This design comes from an exercise in tuning for small area on the open sky130 flow, not from production work. The flow treats the clock pin as an ideal source, which a real chip does not have. Power and IR drop assume default switching activity.

==> run K <==
## mul16_top
module mul16_top(
    input   wire            clk,
    input   wire            a_signed,
    input   wire            b_signed,
    input   wire    [15:0]  mula,
    input   wire    [15:0]  mulb,
    output  reg     [31:0]  p
);
Settings: LEC_CHECK=0, ABC_AREA=1, CAP_MARGIN=20, CORE_MARGIN=2, CORE_UTILIZATION=55, CTS_BUF_LIST=sky130_fd_sc_hd__clkbuf_4 sky130_fd_sc_hd__clkbuf_8, CTS_CLUSTER_SIZE=16, SLEW_MARGIN=20, SYNTH_HIERARCHICAL=1; clock period 6.5 ns.
standard.sh (not shown) runs the stock make flow with config.mk's settings and CLKGATE_MAP_FILE= SYNTH_SCRIPT=/design/flow/synth_recipe.tcl, a recipe that flattens the netlist after the stock synthesis.
==> flow/flow/run.sh <==
#!/bin/bash
# Standard ORFS layout (the standard.sh, unchanged synthesis), except:
#  - the port buffers inserted before global placement are the smallest buffer
#    cell instead of the resizer's default choice;
#  - clock tree synthesis does not add dummy loads to balance the tree.
# Full make/tool output goes to standard.log; ORFS keeps each step's own log
# under orfs/logs/.
set -euo pipefail
export BUFFER_PORTS_ARGS="-buffer_cell sky130_fd_sc_hd__buf_1"
export CTS_ARGS="-sink_clustering_enable -repair_clock_nets -dont_use_dummy_load -sink_clustering_size 16 -buf_list {sky130_fd_sc_hd__clkbuf_4 sky130_fd_sc_hd__clkbuf_8}"
bash standard.sh > standard.log 2>&1
==> run F (differences from run K) <==
--- a/flow/design.v
+++ b/flow/design.v
@@ -14,18 +14,19 @@
 endmodule
 module booth_selm(input wire one, input wire two, input wire neg, input wire a, output wire xn);
     assign xn = ~(((one | two) & a) ^ neg);
 endmodule
 module multi16x16(
     input   wire            a_signed,
     input   wire            b_signed,
-    input   wire    [15:0]  mula,
+    input   wire    [15:0]  mula_n,
     input   wire    [15:0]  mulb,
     output  wire    [31:0]  out
 );
+    wire [15:0] mula = ~mula_n;
     wire a_top = a_signed & mula[15];
     wire b_top = b_signed & mulb[15];
     wire one0 = mulb[0];
     wire two0 = mulb[1] & ~mulb[0];
     wire neg0 = mulb[1];
     wire n1;
     assign n1 = (one0 & mula[0]) ^ neg0;
@@ -823,24 +824,24 @@
     input   wire            a_signed,
     input   wire            b_signed,
     input   wire    [15:0]  mula,
     input   wire    [15:0]  mulb,
     output  reg     [31:0]  p
 );
 reg             a_signed_q, b_signed_q;
-reg     [15:0]  mula_q, mulb_q;
+reg     [15:0]  mula_nq, mulb_q;
 wire    [31:0]  prod;
 always @(posedge clk) begin
     a_signed_q <= a_signed;
     b_signed_q <= b_signed;
-    mula_q     <= mula;
+    mula_nq    <= ~mula;
     mulb_q     <= mulb;
     p          <= prod;
 end
 multi16x16 mult(
     .a_signed(a_signed_q),
     .b_signed(b_signed_q),
-    .mula(mula_q),
+    .mula_n(mula_nq),
     .mulb(mulb_q),
     .out(prod)
 );
 endmodule
==> flow/flow/run.sh (replaced) <==
#!/bin/bash
# The standard layout (standard.sh, synthesis unchanged) with these changes:
#  - before floorplan, combinational cells that synthesis upsized are swapped
#    back to their smallest drive strength (flow/downsize.tcl); the standard
#    repair steps add drive back where slew, capacitance or timing need it;
#  - global placement is not timing-driven (no rebuffering there); the
#    synthesis buffers are still removed before it (flow/unbuffer.tcl);
#  - the port buffers inserted before global placement are buf_1 instead of
#    the resizer's default choice;
#  - clock tree synthesis uses clkbuf_4 buffers and adds no dummy loads; after
#    it, a clock buffer driving 10 or more pins becomes a clkbuf_8
#    (flow/cts_fix.tcl) to keep clock-pin slews low.
# The full output of the make run goes to standard.log here; ORFS keeps each
# step's own log under orfs/logs/.
set -euo pipefail
here=$(pwd)
export BUFFER_PORTS_ARGS="-buffer_cell sky130_fd_sc_hd__buf_1"
export CTS_ARGS="-sink_clustering_enable -repair_clock_nets -dont_use_dummy_load -sink_clustering_size 12 -root_buf sky130_fd_sc_hd__clkbuf_4 -buf_list {sky130_fd_sc_hd__clkbuf_4}"
export PRE_FLOORPLAN_TCL="$here/flow/downsize.tcl"
export POST_CTS_TCL="$here/flow/cts_fix.tcl"
export PRE_GLOBAL_PLACE_TCL="$here/flow/unbuffer.tcl"
export CTS_FIX_MIN_SINKS=10
bash standard.sh > standard.log 2>&1
==> flow/flow/cts_fix.tcl (new file) <==
# POST_CTS hook: a clkbuf_4 clock buffer that drives many flip-flops is
# swapped for a clkbuf_8 so that every clock pin's slew stays well inside the
# limit; the placement is then legalized again.
set db [ord::get_db]
set block [[$db getChip] getBlock]
set big [$db findMaster sky130_fd_sc_hd__clkbuf_8]
set n 0
foreach inst [$block getInsts] {
  if {[[$inst getMaster] getName] != "sky130_fd_sc_hd__clkbuf_4"} { continue }
  set out [$inst findITerm X]
  set net [$out getNet]
  if {$net == "NULL"} { continue }
  set sinks [expr {[llength [$net getITerms]] - 1}]
  if {$sinks >= $::env(CTS_FIX_MIN_SINKS)} {
    puts "clock buffer [$inst getName] drives $sinks pins: clkbuf_8"
    $inst swapMaster $big
    incr n
  }
}
puts "upsized $n clock buffers"
if {$n > 0} {
  detailed_placement
  check_placement -verbose
  estimate_parasitics -placement
}
==> flow/flow/downsize.tcl (new file) <==
# PRE_FLOORPLAN hook: swap every combinational cell that synthesis upsized
# (drive strength 2 or more) back to its smallest variant of the same
# function; buffers, clock cells, flip-flops and adder cells are left alone.
# The standard flow's later repair steps add drive back where slew,
# capacitance or timing need it.
set db [ord::get_db]
set block [[$db getChip] getBlock]
set n 0
foreach inst [$block getInsts] {
  set m [[$inst getMaster] getName]
  if {![regexp {^sky130_fd_sc_hd__([a-z0-9]+)_([0-9]+)$} $m -> base drive]} { continue }
  if {$drive < 2} { continue }
  if {[regexp {^(buf|clkbuf|clkinv|dfxtp|fa|ha|conb|dly|clkdly)} $base]} { continue }
  foreach d {1 0} {
    set new [$db findMaster sky130_fd_sc_hd__${base}_$d]
    if {$new != "NULL"} {
      puts "downsize [$inst getName] $m -> sky130_fd_sc_hd__${base}_$d"
      $inst swapMaster $new
      incr n
      break
    }
  }
}
puts "downsized $n instances"
==> flow/flow/unbuffer.tcl (new file) <==
# PRE_GLOBAL_PLACE hook: remove the buffers synthesis inserted, as the
# standard flow does when global placement is timing-driven; the standard
# repair_design step after placement adds back the buffers that slew,
# capacitance or fanout limits need.
remove_buffers
Settings changed: GPL_TIMING_DRIVEN set to 0.
==> run P (differences from run K) <==
--- a/flow/design.v
+++ b/flow/design.v
@@ -14,18 +14,19 @@
 endmodule
 module booth_selm(input wire one, input wire two, input wire neg, input wire a, output wire xn);
     assign xn = ~(((one | two) & a) ^ neg);
 endmodule
 module multi16x16(
     input   wire            a_signed,
     input   wire            b_signed,
-    input   wire    [15:0]  mula,
+    input   wire    [15:0]  mula_n,
     input   wire    [15:0]  mulb,
     output  wire    [31:0]  out
 );
+    wire [15:0] mula = ~mula_n;
     wire a_top = a_signed & mula[15];
     wire b_top = b_signed & mulb[15];
     wire one0 = mulb[0];
     wire two0 = mulb[1] & ~mulb[0];
     wire neg0 = mulb[1];
     wire n1;
     assign n1 = (one0 & mula[0]) ^ neg0;
@@ -823,24 +824,24 @@
     input   wire            a_signed,
     input   wire            b_signed,
     input   wire    [15:0]  mula,
     input   wire    [15:0]  mulb,
     output  reg     [31:0]  p
 );
 reg             a_signed_q, b_signed_q;
-reg     [15:0]  mula_q, mulb_q;
+reg     [15:0]  mula_nq, mulb_q;
 wire    [31:0]  prod;
 always @(posedge clk) begin
     a_signed_q <= a_signed;
     b_signed_q <= b_signed;
-    mula_q     <= mula;
+    mula_nq    <= ~mula;
     mulb_q     <= mulb;
     p          <= prod;
 end
 multi16x16 mult(
     .a_signed(a_signed_q),
     .b_signed(b_signed_q),
-    .mula(mula_q),
+    .mula_n(mula_nq),
     .mulb(mulb_q),
     .out(prod)
 );
 endmodule
==> flow/flow/run.sh (replaced) <==
#!/bin/bash
# The standard layout (standard.sh, synthesis unchanged) with these changes:
#  - before floorplan, combinational cells that synthesis upsized are swapped
#    back to their smallest drive strength (flow/downsize.tcl); the standard
#    repair steps add drive back where slew, capacitance or timing need it;
#  - the port buffers inserted before global placement are buf_1 instead of
#    the resizer's default choice;
#  - clock tree synthesis uses clkbuf_4 buffers and adds no dummy loads; after
#    it, a clock buffer driving 10 or more pins becomes a clkbuf_8
#    (flow/cts_fix.tcl) to keep clock-pin slews low.
# The full output of the make run goes to standard.log here; ORFS keeps each
# step's own log under orfs/logs/.
set -euo pipefail
here=$(pwd)
export BUFFER_PORTS_ARGS="-buffer_cell sky130_fd_sc_hd__buf_1"
export CTS_ARGS="-sink_clustering_enable -repair_clock_nets -dont_use_dummy_load -sink_clustering_size 12 -root_buf sky130_fd_sc_hd__clkbuf_4 -buf_list {sky130_fd_sc_hd__clkbuf_4}"
export PRE_FLOORPLAN_TCL="$here/flow/downsize.tcl"
export POST_CTS_TCL="$here/flow/cts_fix.tcl"
export CTS_FIX_MIN_SINKS=10
bash standard.sh > standard.log 2>&1
==> flow/flow/cts_fix.tcl (new file) <==
# POST_CTS hook: a clkbuf_4 clock buffer that drives many flip-flops is
# swapped for a clkbuf_8 so that every clock pin's slew stays well inside the
# limit; the placement is then legalized again.
set db [ord::get_db]
set block [[$db getChip] getBlock]
set big [$db findMaster sky130_fd_sc_hd__clkbuf_8]
set n 0
foreach inst [$block getInsts] {
  if {[[$inst getMaster] getName] != "sky130_fd_sc_hd__clkbuf_4"} { continue }
  set out [$inst findITerm X]
  set net [$out getNet]
  if {$net == "NULL"} { continue }
  set sinks [expr {[llength [$net getITerms]] - 1}]
  if {$sinks >= $::env(CTS_FIX_MIN_SINKS)} {
    puts "clock buffer [$inst getName] drives $sinks pins: clkbuf_8"
    $inst swapMaster $big
    incr n
  }
}
puts "upsized $n clock buffers"
if {$n > 0} {
  detailed_placement
  check_placement -verbose
  estimate_parasitics -placement
}
==> flow/flow/downsize.tcl (new file) <==
# PRE_FLOORPLAN hook: swap every combinational cell that synthesis upsized
# (drive strength 2 or more) back to its smallest variant of the same
# function; buffers, clock cells, flip-flops and adder cells are left alone.
# The standard flow's later repair steps add drive back where slew,
# capacitance or timing need it.
set db [ord::get_db]
set block [[$db getChip] getBlock]
set n 0
foreach inst [$block getInsts] {
  set m [[$inst getMaster] getName]
  if {![regexp {^sky130_fd_sc_hd__([a-z0-9]+)_([0-9]+)$} $m -> base drive]} { continue }
  if {$drive < 2} { continue }
  if {[regexp {^(buf|clkbuf|clkinv|dfxtp|fa|ha|conb|dly|clkdly)} $base]} { continue }
  foreach d {1 0} {
    set new [$db findMaster sky130_fd_sc_hd__${base}_$d]
    if {$new != "NULL"} {
      puts "downsize [$inst getName] $m -> sky130_fd_sc_hd__${base}_$d"
      $inst swapMaster $new
      incr n
      break
    }
  }
}
puts "downsized $n instances"
==> comparison <==
Of run F and run K, run K has the higher final cell count (gap about 3.3%, measured against run K). Of run F and run P, run F has the higher first-iteration DRC count (gap about 6%, measured against run P). Sequential power: run P is smaller than run F (about 6%). Of run P and run K, run K has the higher combinational power (gap about 2%, measured against run K). Synthesized cell count is the same in run P and run F. Routed wire length, highest first: run K, run P, run F. In run K the die area is larger than in run P, by about 2.6%. Worst hold slack, highest first: run F, run P, run K.
==> figures <==
                                                                   run F           run K           run P
Worst path most repeated cell                                       fa_1         nand2_1         nand2_1
Final core occ                                                     57.1%           57.7%           57.9%
Seq pwr                                                       0.000698 W      0.000651 W      0.000654 W
Clock group total power                                       0.000238 W      0.000267 W      0.000239 W
Number of inserted filler cells in the final layout                 1265            1275            1268
Number of well taps                                                  180             184             180
Comb pwr                                                       0.00382 W       0.00391 W       0.00384 W
Leakage power                                                    3.37 nW         3.50 nW         3.50 nW
Number of cells on the critical path                                  22              25              27
First-pass GRT wire length                                      29500 um        30400 um        29800 um
Die area                                                      15200 um^2      15600 um^2      15200 um^2
Clock period minus worst slack                                   6120 ps         6080 ps         6030 ps
Clock Latency Late Sink                                           450 ps          370 ps          470 ps
M3 GR Usage                                                        4.57%           4.47%           5.77%
Post-Layout Cell Count                                               951             983             983
Violation count after the first detailed-route iteration             534             436             505
Result of the run                                         finished clean  finished clean  finished clean
Grt met2 use                                                       39.4%           37.9%           40.3%
Function was not checked in any run of this note: the RTL went through the layout flow alone.

## separate check: timing with driven ports
No port has a modelled driver above. Below, the same layouts with a new extraction and two added sets of constraints.
Step 1, drivers: a clkbuf_16 drives clk and a buf_2 each remaining input, both assumed.
Step 2 times the ports against the registers' clock, not the clock port: input delays grow and output delays shrink by t, the midpoint of the rising clock arrivals with the driver on.
Three values: ideal ports, drivers, drivers and shift; two values: the first two.
run	shift t [ns]	slack for setup (ns)	clock arrival spread, ns	worst data-port slew with drivers (ns)
run K	0.391	0.420 / 0.420 / 0.420	0.035 / 0.035	0.04
run F	0.473	0.379 / 0.379 / 0.379	0.031 / 0.031	0.03
run P	0.480	0.469 / 0.469 / 0.469	0.045 / 0.045	0.04
After both steps every run listed still meets setup and hold.
